Source: an optimization exercise on an open RTL-to-GDS flow (aim: small area and a short achievable clock period). Production flows keep margins and buffers that such runs may drop. In this exercise RTL edits were held to simulation tests only and were not proved equivalent to the original. Power figures rest on the tool's default switching activity, not on a simulated workload.

==> try-zinc: inputs <==
==> flow/design.v <==
module ALU (inA, inB, FS, Cin, F, stat, Cout);
	input [63:0] inA, inB;
	input [4:0] FS;
	input Cin;
	output [63:0] F;
	output [3:0] stat;
	output Cout;
	wire [63:0] A, B, sum, Fna;
	wire nzA, nzB, cy, zAdd, zna;
	alu_neg negA (.x(inA), .neg(FS[1]), .y(A), .nz(nzA));
	alu_neg negB (.x(inB), .neg(FS[0]), .y(B), .nz(nzB));
	alu_add add (.a(inA), .b(inB), .s1(FS[1]), .s0(FS[0]), .cin(Cin), .sum(sum), .cout(cy), .zero(zAdd));
	alu_res res (.A(A), .B(B), .sum(sum), .op(FS[4:2]), .F(F), .Fna(Fna));
	alu_nor64 zr (.x(Fna), .z(zna));
	assign Cout = cy & (nzA | ~FS[1]) & (nzB | ~FS[0]);
	wire zf = (FS[4:2] == 3'b010) ? zAdd : zna;
	assign stat = {Cout, Cout, 1'b0, zf};
endmodule
module alu_neg (input [63:0] x, input neg, output [63:0] y, output nz);
	reg [63:0] o;
	integer L, i, blk;
	always @(*) begin
		o = x;
		for (L = 0; L < 6; L = L + 1)
			for (i = 0; i < 64; i = i + 1)
				if (i[L]) begin
					blk = ((i >> L) << L) - 1;
					o[i] = o[i] | o[blk];
				end
	end
	assign y = x ^ ({64{neg}} & {o[62:0], 1'b0});
	assign nz = o[63];
endmodule
module alu_add (input [63:0] a, input [63:0] b, input s1, input s0, input cin,
		output [63:0] sum, output cout, output zero);
	wire [63:0] X = a ^ {64{s1}};
	wire [63:0] Y = b ^ {64{s0}};
	wire [63:0] Z = {62'b0, s1 & s0, s1 ^ s0};
	wire [63:0] S = X ^ Y ^ Z;
	wire [64:0] C = {(X & Y) | (X & Z) | (Y & Z), 1'b0};
	wire [63:0] g = S & C[63:0];
	wire [63:0] p = S ^ C[63:0];
	wire [63:0] t = S | C[63:0];
	reg [63:0] gg, pp;
	integer L, i, blk;
	always @(*) begin
		gg = g;
		pp = p;
		for (L = 0; L < 6; L = L + 1)
			for (i = 0; i < 64; i = i + 1)
				if (i[L]) begin
					blk = ((i >> L) << L) - 1;
					gg[i] = gg[i] | (pp[i] & gg[blk]);
					pp[i] = pp[i] & pp[blk];
				end
	end
	wire [63:0] carry = {gg[62:0] | (pp[62:0] & {63{cin}}), cin};
	assign sum = p ^ carry;
	assign cout = C[64] | gg[63];
	assign zero = &(p ~^ {t[62:0], cin});
endmodule
module alu_res (input [63:0] A, input [63:0] B, input [63:0] sum, input [2:0] op,
		output [63:0] F, output [63:0] Fna);
	wire k11 = op == 3'b000 || op == 3'b001;	 
	wire k10 = op == 3'b001 || op == 3'b011;	 
	wire kr = op == 3'b100;
	wire kl = op == 3'b101;
	wire kf = op == 3'b111;
	wire ka = op == 3'b010;
	assign Fna = (A & B & {64{k11}}) | ((A ^ B) & {64{k10}}) | ({1'b0, A[63:1]} & {64{kr}})
		| ({A[62:0], 1'b0} & {64{kl}}) | {48'b0, {16{kf}}};
	assign F = Fna | ({64{ka}} & sum);
endmodule
module alu_nor64 (input [63:0] x, output z);
	assign z = ~|x;
endmodule
module reg32x64Bit
	(input clk,
	input write,
	input reset,
	input [4:0] wrAddr,
	input [63:0] wrData,
	input [4:0] rdAddrA,
	input [4:0] rdAddrB,
	input rdEnA,
	output [63:0] rdDataA,
	output [63:0] rdDataB
	);
	wire [2047:0] q;
	wire [31:0] valid, selA, selB;
	rf_store store (.clk(clk), .write(write), .reset(reset), .wrAddr(wrAddr), .wrData(wrData), .q(q), .valid(valid));
	rf_dec decA (.addr(rdAddrA), .en(rdEnA), .valid(valid), .sel(selA));
	rf_dec decB (.addr(rdAddrB), .en(1'b1), .valid(valid), .sel(selB));
	rf_rdport portA (.sel(selA), .q(q), .rdData(rdDataA));
	rf_rdport portB (.sel(selB), .q(q), .rdData(rdDataB));
endmodule
module rf_store
	(input clk,
	input write,
	input reset,
	input [4:0] wrAddr,
	input [63:0] wrData,
	output [2047:0] q,
	output reg [31:0] valid
	);
	always @(posedge clk or posedge reset) begin
		if (reset)
			valid <= 32'b0;
		else if (write)
			valid[wrAddr] <= 1'b1;
	end
	genvar r;
	generate
		for (r = 0; r < 32; r = r + 1) begin : regs
			reg [63:0] data;
			always @(posedge clk)
				if (write && wrAddr == r)
					data <= wrData;
			assign q[64*r +: 64] = data;
		end
	endgenerate
endmodule
module rf_dec
	(input [4:0] addr,
	input en,
	input [31:0] valid,
	output reg [31:0] sel
	);
	integer i;
	always @(*)
		for (i = 0; i < 32; i = i + 1)
			sel[i] = en && valid[i] && addr == i;
endmodule
module rf_rdport
	(input [31:0] sel,
	input [2047:0] q,
	output reg [63:0] rdData
	);
	integer j;
	always @(*) begin
		rdData = 64'b0;
		for (j = 0; j < 32; j = j + 1)
			rdData = rdData | ({64{sel[j]}} & q[64*j +: 64]);
	end
endmodule
module datapath(input clk, reset, Cin, RegWrite, MUXSelect, InSelect,
					input[63:0] data,
					input[4:0] FS, wrAddr, rdAddrA, rdAddrB,
					output [63:0] ALUout,
					output [3:0] stat,
					output Cout);
    wire [63:0] rdDataA, rdDataB;
    wire [63:0] ALUin = rdDataA | {59'b0, wrAddr & {5{MUXSelect}}};
    wire [63:0] RegIn = InSelect ? ALUout : data;
    reg32x64Bit T1 (.clk(clk), .write(RegWrite), .reset(reset), .wrAddr(wrAddr), .rdAddrA(rdAddrA), .rdAddrB(rdAddrB), .rdEnA(~MUXSelect), .wrData(RegIn), .rdDataA(rdDataA), .rdDataB(rdDataB));
    ALU T2 (.inA(ALUin), .inB(rdDataB), .FS(FS), .Cin(Cin), .F(ALUout), .stat(stat), .Cout(Cout));
endmodule
==> flow/run.sh <==
#!/bin/bash
# synth_recipe.tcl (not shown) runs the flow's synth.tcl, then flattens the netlist and writes it again
# the make line also repeats each setting of config.mk as NAME=value (left out here)
make -C /OpenROAD-flow-scripts/flow DESIGN_CONFIG=/design/flow/config.mk WORK_HOME=/design/flow/orfs CLKGATE_MAP_FILE= SYNTH_SCRIPT=/design/flow/synth_recipe.tcl finish
==> flow/config.mk <==
export PLATFORM = sky130hd
export DESIGN_NAME = datapath
export DESIGN_NICKNAME = datapath
export VERILOG_FILES = /design/flow/design.v
export SDC_FILE = /design/flow/constraint.sdc
export NUM_CORES = 4
export LEC_CHECK = 0
export CAP_MARGIN = 20
export CORE_MARGIN = 2
export CORE_UTILIZATION = 45
export PLACE_DENSITY = 0.6
export SETUP_SLACK_MARGIN = 5
export SLEW_MARGIN = 20
export SYNTH_HIERARCHICAL = 1
==> flow/constraint.sdc <==
create_clock -name core_clock -period 17.5 [get_ports {clk}]
set_input_delay 3.5000 -clock core_clock [delete_from_list [all_inputs] [get_ports {clk}]]
set_output_delay 3.5000 -clock core_clock [all_outputs]
set_load 0.01 [all_outputs]
==> inputs of try-cedar, as changes to try-zinc <==
==> flow/design.v, changed modules only <==
module ALU (inA_n, inB_n, FS, Cin, F, stat, Cout);
	input [63:0] inA_n, inB_n;	 
	input [4:0] FS;
	input Cin;
	output [63:0] F;
	output [3:0] stat;
	output Cout;
	wire [63:0] A, B, sum;
	wire nzA, nzB, cy, zAdd, zf;
	alu_neg negA (.xn(inA_n), .neg(FS[1]), .y(A), .nz(nzA));
	alu_neg negB (.xn(inB_n), .neg(FS[0]), .y(B), .nz(nzB));
	alu_add add (.an(inA_n), .bn(inB_n), .s1(FS[1]), .s0(FS[0]), .cin(Cin), .sum(sum), .cout(cy), .zero(zAdd));
	alu_res res (.A(A), .B(B), .sum(sum), .op(FS[4:2]), .F(F));
	alu_zero zr (.A(A), .B(B), .nzA(nzA), .nzB(nzB), .zAdd(zAdd), .op(FS[4:2]), .z(zf));
	assign Cout = cy & (nzA | ~FS[1]) & (nzB | ~FS[0]);
	assign stat = {Cout, Cout, 1'b0, zf};
endmodule
module alu_neg (input [63:0] xn, input neg, output [63:0] y, output nz);
	wire [63:0] x = ~xn;
	reg [63:0] o;
	integer L, i, blk;
	always @(*) begin
		o = x;
		for (L = 0; L < 6; L = L + 1)
			for (i = 0; i < 64; i = i + 1)
				if (i[L]) begin
					blk = ((i >> L) << L) - 1;
					o[i] = o[i] | o[blk];
				end
	end
	assign y = x ^ ({64{neg}} & {o[62:0], 1'b0});
	assign nz = o[63];
endmodule
module alu_add (input [63:0] an, input [63:0] bn, input s1, input s0, input cin,
		output [63:0] sum, output cout, output zero);
	wire [63:0] a = ~an;
	wire [63:0] b = ~bn;
	wire [63:0] X = a ^ {64{s1}};
	wire [63:0] Y = b ^ {64{s0}};
	wire [63:0] Z = {62'b0, s1 & s0, s1 ^ s0};
	wire [63:0] S = X ^ Y ^ Z;
	wire [64:0] C = {(X & Y) | (X & Z) | (Y & Z), 1'b0};
	wire [63:0] g = S & C[63:0];
	wire [63:0] p = S ^ C[63:0];
	wire [63:0] t = S | C[63:0];
	reg [63:0] gg, pp;
	integer L, i, blk;
	always @(*) begin
		gg = g;
		pp = p;
		for (L = 0; L < 6; L = L + 1)
			for (i = 0; i < 64; i = i + 1)
				if (i[L]) begin
					blk = ((i >> L) << L) - 1;
					gg[i] = gg[i] | (pp[i] & gg[blk]);
					pp[i] = pp[i] & pp[blk];
				end
	end
	wire [63:0] carry = {gg[62:0] | (pp[62:0] & {63{cin}}), cin};
	assign sum = p ^ carry;
	assign cout = C[64] | gg[63];
	assign zero = &(p ~^ {t[62:0], cin});
endmodule
module alu_res (input [63:0] A, input [63:0] B, input [63:0] sum, input [2:0] op,
		output [63:0] F);
	wire [63:0] Fna;
	wire k11 = op == 3'b000 || op == 3'b001;	 
	wire k10 = op == 3'b001 || op == 3'b011;	 
	wire kr = op == 3'b100;
	wire kl = op == 3'b101;
	wire kf = op == 3'b111;
	wire ka = op == 3'b010;
	assign Fna = (A & B & {64{k11}}) | ((A ^ B) & {64{k10}}) | ({1'b0, A[63:1]} & {64{kr}})
		| ({A[62:0], 1'b0} & {64{kl}}) | {48'b0, {16{kf}}};
	assign F = Fna | ({64{ka}} & sum);
endmodule
module alu_zero (input [63:0] A, input [63:0] B, input nzA, input nzB, input zAdd,
		input [2:0] op, output reg z);
	always @(*) begin
		case (op)
			3'b000: z = ~|(A & B);
			3'b001: z = ~nzA & ~nzB;	 
			3'b010: z = zAdd;
			3'b011: z = ~|(A ^ B);
			3'b100: z = ~|A[63:1];
			3'b101: z = ~|A[62:0];
			3'b110: z = 1'b1;
			default: z = 1'b0;
		endcase
	end
endmodule
module reg32x64Bit
	(input clk,
	input write,
	input reset,
	input [4:0] wrAddr,
	input [63:0] wrData,
	input [4:0] rdAddrA,
	input [4:0] rdAddrB,
	input rdEnA,
	output [63:0] rdDataA_n,	 
	output [63:0] rdDataB_n
	);
	wire [2047:0] q;
	wire [31:0] valid, selA, selB;
	rf_store store (.clk(clk), .write(write), .reset(reset), .wrAddr(wrAddr), .wrData(wrData), .q(q), .valid(valid));
	rf_dec decA (.addr(rdAddrA), .en(rdEnA), .valid(valid), .sel(selA));
	rf_dec decB (.addr(rdAddrB), .en(1'b1), .valid(valid), .sel(selB));
	rf_rdport portA (.sel(selA), .q(q), .rdData_n(rdDataA_n));
	rf_rdport portB (.sel(selB), .q(q), .rdData_n(rdDataB_n));
endmodule
module rf_rdport
	(input [31:0] sel,
	input [2047:0] q,
	output [63:0] rdData_n
	);
	reg [63:0] rdData;
	integer j;
	always @(*) begin
		rdData = 64'b0;
		for (j = 0; j < 32; j = j + 1)
			rdData = rdData | ({64{sel[j]}} & q[64*j +: 64]);
	end
	assign rdData_n = ~rdData;
endmodule
module datapath(input clk, reset, Cin, RegWrite, MUXSelect, InSelect,
					input[63:0] data,
					input[4:0] FS, wrAddr, rdAddrA, rdAddrB,
					output [63:0] ALUout,
					output [3:0] stat,
					output Cout);
    wire [63:0] rdDataA_n, rdDataB_n;
    wire [63:0] ALUin_n = rdDataA_n & ~{59'b0, wrAddr & {5{MUXSelect}}};
    wire [63:0] RegIn = InSelect ? ALUout : data;
    reg32x64Bit T1 (.clk(clk), .write(RegWrite), .reset(reset), .wrAddr(wrAddr), .rdAddrA(rdAddrA), .rdAddrB(rdAddrB), .rdEnA(~MUXSelect), .wrData(RegIn), .rdDataA_n(rdDataA_n), .rdDataB_n(rdDataB_n));
    ALU T2 (.inA_n(ALUin_n), .inB_n(rdDataB_n), .FS(FS), .Cin(Cin), .F(ALUout), .stat(stat), .Cout(Cout));
endmodule
// module alu_nor64 removed
CORE_UTILIZATION = 40   (was 45)
CTS_CLUSTER_DIAMETER = 70   (was unset)
CTS_CLUSTER_SIZE = 24   (was unset)
PLACE_DENSITY = 0.55   (was 0.6)
==> impl_results.md <==
* Status: no timing/DRC/antenna violations
* Slew Limit Headroom at 20.9%
* Synth Area in Compound Gates at 19.1%
* Comb_multi_in at 4686
* Fmax at 73.7 MHz
* DR vias/cell at 7.59
* Adder-cell share of the synthesized area at 3.24%
* Stages on worst setup path at 23
* CP Cell Sequence: buf_12, clkinvlp_4, and4bb_4, buf_6, and3_4, buf_12, a22oi_2, nand4_1, or4_1, a21o_1, nor4_4, and4_4, nand4_1, o41ai_2, xnor2_1, ha_2, a211o_1, a21o_1, nor4_4, nand4_1, nor4_4, mux2_4, buf_6
* Worst setup margin at 3.92 ns
* Register Area at 62300 um2
* Cell Pwr Density at 115 nW/um2
* Routed vias at 83842
* NonClk Buf Share at 5.62%
* # diodes at 44
The numbers above come from try-zinc.

==> impl_results.md <==
* Register Area at 62300 um2
* CP Cell Sequence: clkbuf_4, and4b_4, and3_4, buf_4, buf_4, buf_4, a22oi_1, nand4_1, nor4_4, xnor2_1, ha_1, ha_1, xor2_1, nand4_1, nor4_1, nand4_1, nor3_1, nor2_1, nor2_1, a21oi_1, nand4_1, buf_2
* Adder-cell share of the synthesized area at 3.98%
* Post-synthesis area per instance at 13.8 um2
* Fmax at 76.7 MHz
* Worst setup margin at 4.45 ns
* Routed vias at 86949
* Synth Area in Compound Gates at 18.4%
* Comb_multi_in at 4707
* Met2 routed WL at 210 mm
* Slew Limit Headroom at 12.4%
* Cell Pwr Density at 106 nW/um2
* Status: no timing/DRC/antenna violations
The numbers above come from try-cedar.

port drivers added, routing unchanged:
How much do the figures lean on ideal ports? The routed layouts below were timed once more, with nothing changed but the port constraints. Step 1: set_driving_cell puts a clkbuf_16 on clk and a buf_2 on each other input, an assumption about the parent block. Step 2 adds t to the input delays and takes it off the output delays; t is the mean of the earliest and latest rising clock arrival at the registers after step 1. Input paths then give back, and output paths get back, about the clock's delay inside the block. Three values: ideal, step 1, step 2; two values: the first two.
run | t (ns) | setup slack, ns | slew at the worst register clock pin (ns) | worst data-port slew with drivers (ns) | cell pins on the clock port's net
try-zinc | 1.004 | 3.923 / 3.830 / 3.830 | 0.07 / 0.07 | 0.09 | 1
try-cedar | 0.941 | 4.454 / 4.402 / 4.402 | 0.10 / 0.10 | 0.25 | 1
After both steps setup and hold are still met in every run listed. The setup slack of try-zinc, which loses most, moves by -0.093 ns with the drivers and by -0.093 ns with both steps.
